Background: an optimization exercise with open tools, aiming at small area. Do not read the settings as production practice.
The RTL was checked by simulation tests, not by an equivalence proof against the original design.
No driver is modelled on the clock port, so clock power and skew are understated where the tree is cut down; a real chip needs a root buffer or a tree.
No activity file was given, so power comes from the tool's default toggle rates.

==> flow/design.v <==
module simple_stack(in, out, clk, direction, enable);
	input [15:0] in;
	output [15:0] out;
	input clk, enable, direction;
	reg [15:0] t;
	reg [15:0] mem[0:26];
	reg [4:0] q;
	reg [4:0] g;
	integer i;
	wire push = enable & ~direction;
	wire pop  = enable & direction & (g != 5'd0);
	reg [3:0] lo, lo_r, lo_w;
	reg [6:0] hi;
	reg [26:0] at_w;
	reg [15:0] rd;
	reg [26:0] sel;
	reg [15:0] grp[0:8];
	always @(*) begin
		for (i = 0; i < 4; i = i + 1) begin
			lo[i]   = (q[1:0] == i);
			lo_r[i] = lo[i] & ~push;
			lo_w[i] = lo[i] & push;
		end
		for (i = 0; i < 7; i = i + 1)
			hi[i] = (q[4:2] == i);
		for (i = 0; i < 27; i = i + 1) begin
			sel[i] = hi[i / 4] & lo_r[i % 4];
			at_w[i] = hi[i / 4] & lo_w[i % 4];
		end
		for (i = 0; i < 9; i = i + 1)
			grp[i] = ({16{sel[3*i]}} & mem[3*i]) | ({16{sel[3*i+1]}} & mem[3*i+1])
			       | ({16{sel[3*i+2]}} & mem[3*i+2]);
		rd = (({16{push}} & in) | grp[0] | grp[1]) | (grp[2] | grp[3] | grp[4])
		   | (grp[5] | grp[6] | grp[7] | grp[8]);
	end
	assign out = t;
	always @(posedge clk) begin
		for (i = 0; i < 27; i = i + 1)
			if (at_w[(i + 26) % 27])
				mem[i] <= t;
		if (push | pop)
			t <= rd;
		if (push) begin
			q <= (q >= 5'd26) ? 5'd0 : q + 5'd1;
			g <= (g >= 5'd27) ? 5'd27 : g + 5'd1;
		end else if (pop) begin
			q <= (q == 5'd0) ? 5'd26 : q - 5'd1;
			g <= g - 5'd1;
		end
	end
endmodule
clock: 5.0 ns
lec_check: 0
cap_margin: 10
core_margin: 2
core_utilization: 55
slew_margin: 10
standard.sh (not shown) runs the stock make flow with config.mk's settings and CLKGATE_MAP_FILE= SYNTH_SCRIPT=/design/flow/synth_recipe.tcl, a recipe that flattens the netlist after the stock synthesis.
==> flow/flow/run.sh <==
#!/bin/bash
# Own layout flow: the standard flow, with an area-oriented ABC script in
# synthesis, port buffers of the smallest size, drivers upsized instead of
# buffered after placement, and a leaner clock tree. Each step's output goes
# to a log file here; ORFS keeps its own logs in orfs/logs.
set -euo pipefail
here=$(pwd)
export AREA_ABC_SCRIPT=$here/flow/area.abc
CTS="-sink_clustering_enable -repair_clock_nets -dont_use_dummy_load"
CTS="$CTS -buf_list sky130_fd_sc_hd__clkbuf_16 -sink_clustering_size 30 -sink_clustering_max_diameter 80"
std() {
  bash standard.sh SYNTH_SCRIPT=$here/flow/my_synth.tcl "CTS_ARGS=$CTS" \
    "BUFFER_PORTS_ARGS=-buffer_cell sky130_fd_sc_hd__buf_1" "$@"
}
std synth > synth.log 2>&1
std place > place.log 2>&1
RESULTS=$here/orfs/results/sky130hd/simple_stack/base \
DONT_USE="$(make -s -C "$FLOW_HOME" DESIGN_CONFIG=$here/config.mk WORK_HOME=$here/orfs print-DONT_USE_CELLS | sed 's/^DONT_USE_CELLS: //')" \
  openroad -no_init -exit $here/flow/upsize_place.tcl > upsize.log 2>&1
std cts > cts.log 2>&1
RESULTS=$here/orfs/results/sky130hd/simple_stack/base \
  openroad -no_init -exit $here/flow/flatten_clock.tcl > flatten_clock.log 2>&1
std ${LF_TARGET:-finish} > layout.log 2>&1
Other scripts of this flow, unchanged in this note and not shown: flow/flow/area.abc, flow/flow/flatten_clock.tcl, flow/flow/my_synth.tcl, flow/flow/upsize_place.tcl
Change:
--- a/flow/design.v
+++ b/flow/design.v
@@ -17,9 +17,9 @@
 	reg [15:0] grp[0:8];
 	always @(*) begin
 		for (i = 0; i < 4; i = i + 1) begin
 			lo[i]   = (q[1:0] == i);
-			lo_r[i] = lo[i] & ~push;
+			lo_r[i] = lo[i] & pop;
 			lo_w[i] = lo[i] & push;
 		end
 		for (i = 0; i < 7; i = i + 1)
 			hi[i] = (q[4:2] == i);
@@ -29,23 +29,20 @@
 		end
 		for (i = 0; i < 9; i = i + 1)
 			grp[i] = ({16{sel[3*i]}} & mem[3*i]) | ({16{sel[3*i+1]}} & mem[3*i+1])
 			       | ({16{sel[3*i+2]}} & mem[3*i+2]);
-		rd = (({16{push}} & in) | grp[0] | grp[1]) | (grp[2] | grp[3] | grp[4])
+		rd = (({16{push}} & in) | ({16{~(push | pop)}} & t) | grp[0] | grp[1]) | (grp[2] | grp[3] | grp[4])
 		   | (grp[5] | grp[6] | grp[7] | grp[8]);
 	end
 	assign out = t;
 	always @(posedge clk) begin
 		for (i = 0; i < 27; i = i + 1)
 			if (at_w[(i + 26) % 27])
 				mem[i] <= t;
-		if (push | pop)
-			t <= rd;
-		if (push) begin
-			q <= (q >= 5'd26) ? 5'd0 : q + 5'd1;
-			g <= (g >= 5'd27) ? 5'd27 : g + 5'd1;
-		end else if (pop) begin
-			q <= (q == 5'd0) ? 5'd26 : q - 5'd1;
-			g <= g - 5'd1;
-		end
+		t <= rd;
+		if (push & (q >= 5'd26)) q <= 5'd0;
+		else if (pop & (q == 5'd0)) q <= 5'd26;
+		else q <= q + {{4{pop}}, push | pop};
+		if (push & (g >= 5'd27)) g <= 5'd27;
+		else g <= g + {{4{pop}}, push | pop};
 	end
 endmodule
=> Cell area shrinks slightly. Die area shrinks slightly. Clock power barely changes. Hold slack degrades by 0.084 ns. Area after synthesis shrinks slightly. First-iteration DRC count grows by a little under a tenth.

[afterwards: timing with drivers on the ports]
No port has a modelled driver above. Below, the same layouts with a new extraction and two added sets of constraints.
Step 1, drivers: a clkbuf_16 drives clk and a buf_2 each remaining input, both assumed.
Step 2 adds t to the input delays and takes it off the output delays; t is the mean of the earliest and latest rising clock arrival at the registers after step 1. Input paths then give back, and output paths get back, about the clock's delay inside the block.
a / b / c = ideal ports / drivers / drivers and shift; a / b = the first two.
| run | shift t [ns] | setup slack, ns | worst hold slack (ns) | worst register clock-pin slew, ns | worst data-port slew with drivers (ns) |
|---|---|---|---|---|---|
| the first run | 0.536 | 1.330 / 1.355 / 0.820 | 0.583 / 0.583 / 0.583 | 0.11 / 0.11 | 0.04 |
| the second run | 0.538 | 1.316 / 1.316 / 0.929 | 0.500 / 0.500 / 0.500 | 0.11 / 0.11 | 0.04 |
After both steps setup and hold are still met in every run listed. For the first run, which loses most, drivers alone change the setup slack by +0.025 ns; drivers and shift together by -0.510 ns.
